What follows belongs to an exercise in optimizing a design on an open flow for small area; a production flow would make more cautious choices.
Function was checked by simulation only, so behaviour that the tests miss may differ from the original.

==> inputs of 12-23 <==
## top
module top #(
    parameter PWM_INTERVAL = 1200        
)(
    input logic     clk, 
    input logic     rst,
    output logic    RGB_R,
    output logic    RGB_G,
    output logic    RGB_B
);
    logic [$clog2(PWM_INTERVAL) - 1:0] rgb_r_pwm_value;
    logic [$clog2(PWM_INTERVAL) - 1:0] rgb_g_pwm_value;
    logic [$clog2(PWM_INTERVAL) - 1:0] rgb_b_pwm_value;
    logic rgb_r_pwm_out;
    logic rgb_g_pwm_out;
    logic rgb_b_pwm_out;
    fade #(
        .INITIAL_STATE  (3'b010),  
        .PWM_INTERVAL   (PWM_INTERVAL)
    ) u1 (
        .clk            (clk), 
        .rst            (rst),
        .pwm_value      (rgb_r_pwm_value)
    );
    pwm #(
        .PWM_INTERVAL   (PWM_INTERVAL)
    ) u2 (
        .clk            (clk), 
        .rst            (rst),
        .pwm_value      (rgb_r_pwm_value), 
        .pwm_out        (rgb_r_pwm_out)
    );
    fade #(
        .INITIAL_STATE  (3'b000),  
        .PWM_INTERVAL   (PWM_INTERVAL)
    ) u3 (
        .clk            (clk), 
        .rst            (rst),
        .pwm_value      (rgb_g_pwm_value)
    );
    pwm #(
        .PWM_INTERVAL   (PWM_INTERVAL)
    ) u4 (
        .clk            (clk), 
        .rst            (rst),
        .pwm_value      (rgb_g_pwm_value), 
        .pwm_out        (rgb_g_pwm_out)
    );
    fade #(
        .INITIAL_STATE  (3'b100),    
        .PWM_INTERVAL   (PWM_INTERVAL)
    ) u5 (
        .clk            (clk), 
        .rst            (rst),
        .pwm_value      (rgb_b_pwm_value)
    );
    pwm #(
        .PWM_INTERVAL   (PWM_INTERVAL)
    ) u6 (
        .clk            (clk), 
        .rst            (rst),
        .pwm_value      (rgb_b_pwm_value), 
        .pwm_out        (rgb_b_pwm_out)
    );
    assign RGB_R = ~rgb_r_pwm_out;
    assign RGB_G = ~rgb_g_pwm_out;
    assign RGB_B = ~rgb_b_pwm_out;
endmodule
==> module pwm, before the edit <==
module pwm #(
    parameter PWM_INTERVAL = 1200        
)(
    input logic clk, 
    input logic rst,
    input logic [$clog2(PWM_INTERVAL) - 1:0] pwm_value, 
    output logic pwm_out
);
    logic [$clog2(PWM_INTERVAL) - 1:0] pwm_count;
    always_ff @(posedge clk) begin
        if (rst) begin
            pwm_count <= 0;
        end
        else if (pwm_count == PWM_INTERVAL - 1) begin
            pwm_count <= 0;
        end
        else begin
            pwm_count <= pwm_count + 1;
        end
    end
    assign pwm_out = (pwm_count > pwm_value) ? 1'b0 : 1'b1;
endmodule
==> module fade, before the edit <==
module fade #(
    parameter INITIAL_STATE = 3'b000,        
    parameter INC_DEC_INTERVAL = 12000,      
    parameter INC_DEC_MAX = 166,             
    parameter PWM_INTERVAL = 1200,           
    parameter INC_DEC_VAL = PWM_INTERVAL / INC_DEC_MAX
)(
    input logic clk, 
    input logic rst,
    output logic [$clog2(PWM_INTERVAL) - 1:0] pwm_value
);
    localparam PWM_INC = 3'b000;
    localparam PWM_HI = 3'b001;
    localparam PWM_HI2 = 3'b010;
    localparam PWM_DEC = 3'b011;
    localparam PWM_LO = 3'b100;
    localparam PWM_LO2 = 3'b101;
    logic [2:0] current_state;
    logic [2:0] next_state;
    logic [$clog2(INC_DEC_INTERVAL) - 1:0] count;
    logic [$clog2(INC_DEC_MAX) - 1:0] inc_dec_count;
    logic time_to_inc_dec;
    logic time_to_transition;
    assign time_to_inc_dec = (count == INC_DEC_INTERVAL - 1);
    assign time_to_transition = time_to_inc_dec && (inc_dec_count == INC_DEC_MAX - 1);
    always_ff @(posedge clk) begin
        if (rst)
            current_state <= INITIAL_STATE;
        else if (time_to_transition)
            current_state <= next_state;
    end
    always_comb begin
        next_state = PWM_INC;
        case (current_state)
            PWM_INC:
                next_state = PWM_HI;
            PWM_HI:
                next_state = PWM_HI2;
            PWM_HI2:
                next_state = PWM_DEC;
            PWM_DEC:
                next_state = PWM_LO;
            PWM_LO:
                next_state = PWM_LO2;
            PWM_LO2:
                next_state = PWM_INC;
            default:
                next_state = PWM_INC;
        endcase
    end
    always_ff @(posedge clk) begin
        if (rst) begin
            count <= 0;
        end
        else if (count == INC_DEC_INTERVAL - 1) begin
            count <= 0;
        end
        else begin
            count <= count + 1;
        end
    end
    always_ff @(posedge clk) begin
        if (rst) begin
            if (INITIAL_STATE == PWM_HI || INITIAL_STATE == PWM_HI2 || INITIAL_STATE == PWM_DEC)
                pwm_value <= INC_DEC_VAL * (INC_DEC_MAX);
            else
                pwm_value <= 0;
        end
        else if (time_to_inc_dec) begin
            case (current_state)
                PWM_INC:
                    pwm_value <= pwm_value + INC_DEC_VAL;
                PWM_DEC:
                    pwm_value <= pwm_value - INC_DEC_VAL;
                default: ;
            endcase
        end
    end
    always_ff @(posedge clk) begin
        if (rst) begin
            inc_dec_count <= 0;
        end
        else if (time_to_inc_dec) begin
            if (inc_dec_count == INC_DEC_MAX - 1) begin
                inc_dec_count <= 0;
            end
            else begin
                inc_dec_count <= inc_dec_count + 1;
            end
        end
    end
endmodule
==> module top, before the edit <==
module top #(
    parameter PWM_INTERVAL = 1200        
)(
    input logic     clk, 
    input logic     rst,
    output logic    RGB_R,
    output logic    RGB_G,
    output logic    RGB_B
);
    logic [$clog2(PWM_INTERVAL) - 1:0] rgb_r_pwm_value;
    logic [$clog2(PWM_INTERVAL) - 1:0] rgb_g_pwm_value;
    logic [$clog2(PWM_INTERVAL) - 1:0] rgb_b_pwm_value;
    logic rgb_r_pwm_out;
    logic rgb_g_pwm_out;
    logic rgb_b_pwm_out;
    fade #(
        .INITIAL_STATE  (3'b010),  
        .PWM_INTERVAL   (PWM_INTERVAL)
    ) u1 (
        .clk            (clk), 
        .rst            (rst),
        .pwm_value      (rgb_r_pwm_value)
    );
    pwm #(
        .PWM_INTERVAL   (PWM_INTERVAL)
    ) u2 (
        .clk            (clk), 
        .rst            (rst),
        .pwm_value      (rgb_r_pwm_value), 
        .pwm_out        (rgb_r_pwm_out)
    );
    fade #(
        .INITIAL_STATE  (3'b000),  
        .PWM_INTERVAL   (PWM_INTERVAL)
    ) u3 (
        .clk            (clk), 
        .rst            (rst),
        .pwm_value      (rgb_g_pwm_value)
    );
    pwm #(
        .PWM_INTERVAL   (PWM_INTERVAL)
    ) u4 (
        .clk            (clk), 
        .rst            (rst),
        .pwm_value      (rgb_g_pwm_value), 
        .pwm_out        (rgb_g_pwm_out)
    );
    fade #(
        .INITIAL_STATE  (3'b100),    
        .PWM_INTERVAL   (PWM_INTERVAL)
    ) u5 (
        .clk            (clk), 
        .rst            (rst),
        .pwm_value      (rgb_b_pwm_value)
    );
    pwm #(
        .PWM_INTERVAL   (PWM_INTERVAL)
    ) u6 (
        .clk            (clk), 
        .rst            (rst),
        .pwm_value      (rgb_b_pwm_value), 
        .pwm_out        (rgb_b_pwm_out)
    );
    assign RGB_R = ~rgb_r_pwm_out;
    assign RGB_G = ~rgb_g_pwm_out;
    assign RGB_B = ~rgb_b_pwm_out;
endmodule
make LEC_CHECK=0 CAP_MARGIN=20 CORE_MARGIN=2 CORE_UTILIZATION=40 SLEW_MARGIN=20 finish   # period 10.0 ns
run.sh (not shown) runs the stock make flow with config.mk's settings and CLKGATE_MAP_FILE= SYNTH_SCRIPT=/design/flow/synth_recipe.tcl, a recipe that flattens the netlist after the stock synthesis.
==> 04-20: changes against 12-23 <==
==> flow/design.v (replaced) <==
module pwm (
    input  logic       clk,
    input  logic       rst,
    output logic [7:0] c,
    output logic       wrap        
);
    logic [2:0] b;
    assign wrap = c[7] & c[5] & c[3] & c[2] & b[1];
    always_ff @(posedge clk) begin
        if (rst || wrap) begin
            b <= 3'd0;
            c <= 8'd0;
        end else begin
            b <= (b == 3'd6) ? 3'd0 : b + 3'd1;
            if (b == 3'd0)
                c <= c + 8'd1;
        end
    end
endmodule
module fade (
    input  logic       clk,
    input  logic       rst,
    input  logic       wrap,
    output logic [7:0] m,
    output logic [2:0] j
);
    logic [3:0] q;       
    logic       step;
    logic       up;
    logic       last;
    assign step = wrap & q[3] & q[0];    
    assign up   = j[0] ^ j[1] ^ j[2];
    assign last = up ? (m == 8'd165) : (m == 8'd1);
    always_ff @(posedge clk) begin
        if (rst)
            q <= 4'd0;
        else if (wrap)
            q <= step ? 4'd0 : q + 4'd1;
    end
    always_ff @(posedge clk) begin
        if (rst)
            m <= 8'd0;
        else if (step)
            m <= up ? m + 8'd1 : m - 8'd1;
    end
    always_ff @(posedge clk) begin
        if (rst)
            j <= 3'b001;
        else if (step && last)
            j <= {j[1], j[0], ~j[2]};
    end
endmodule
module top (
    input  logic clk,
    input  logic rst,
    output logic RGB_R,
    output logic RGB_G,
    output logic RGB_B
);
    logic [7:0] c;
    logic       wrap;
    logic [7:0] m;
    logic [2:0] j;
    pwm u_pwm (.clk(clk), .rst(rst), .c(c), .wrap(wrap));
    fade u_fade (.clk(clk), .rst(rst), .wrap(wrap), .m(m), .j(j));
    logic hi_on, ramp_on, lo_on;
    assign hi_on   = ~(c[7] & c[5] & (c[3] | (c[2] & c[1] & c[0])));   
    assign ramp_on = (c <= m);
    assign lo_on   = (c == 8'd0);
    function automatic logic chan(input logic x, input logic y,
                                  input logic h, input logic r, input logic l);
        chan = (x & y) ? h : ((x | y) ? r : l);
    endfunction
    assign RGB_G = ~chan( j[0],  j[1], hi_on, ramp_on, lo_on);
    assign RGB_R = ~chan(~j[1], ~j[2], hi_on, ramp_on, lo_on);
    assign RGB_B = ~chan( j[2], ~j[0], hi_on, ramp_on, lo_on);
endmodule
==> reports/qor.csv <==
stage,metric,value,unit
setup_path,r2r_end,u_fade.m[2],
worst_hold_path,hp-start,u_fade.q[3],
cells_and_area,seq_area,520,um^2
logic_synthesis,syn_nets,226,
drt,viasPerCell,5.17,
drt,wl_met1,1.70,mm
run_status,outcome,finished clean,
setup_path,cp.arrival,2590,ps
logic_synthesis,syn_avg_cell_area,8.46,um^2
cells_and_area,multi_input_area,1100,um^2
cells_and_area,layout_common_cells,"29 x nor2_1, 26 x dfxtp_1, 20 x ha_1, 17 x inv_1, 12 x xnor2_1",
[end of results for 04-20]
==> reports/qor.csv <==
stage,metric,value,unit
worst_hold_path,hp-start,u2.pwm_count[0],
grt,antenna_found_initial,0,
cells_and_area,seq_area,2820,um^2
placed_design,dp_worst_setup_slack,5910,ps
drt,viasPerCell,5.06,
logic_synthesis,syn_avg_cell_area,8.49,um^2
setup_path,cp.arrival,2560,ps
logic_synthesis,syn_nets,1011,
setup_path,ff2ff_setup_slack,6830,ps
run_status,outcome,finished clean,
drt,wl_met1,7.94,mm
cells_and_area,layout_common_cells,"151 x nor2_1, 141 x dfxtp_1, 72 x ha_1, 67 x nand2_1, 67 x xor2_1",
[end of results for 12-23]

-- port drivers added, routing unchanged --
In the flow no input, the clock included, has a driving cell. The finished layouts below were timed again as built, in two steps.
Step 1 assumes that a clkbuf_16 drives the clock port and a buf_2 every other input.
Step 2 adds t to the input delays and takes it off the output delays; t is the mean of the earliest and latest rising clock arrival at the registers after step 1. Input paths then give back, and output paths get back, about the clock's delay inside the block.
a / b / c = ideal / step 1 / step 2; a / b = the first two.
run | shift t [ns] | slack for setup (ns) | hold WS [ns]
12-23 | 0.454 | 5.438 / 5.397 / 5.851 | 0.461 / 0.461 / 0.461
04-20 | 0.294 | 5.409 / 5.384 / 5.678 | 0.480 / 0.480 / 0.480
After both steps setup and hold are still met in every run listed.
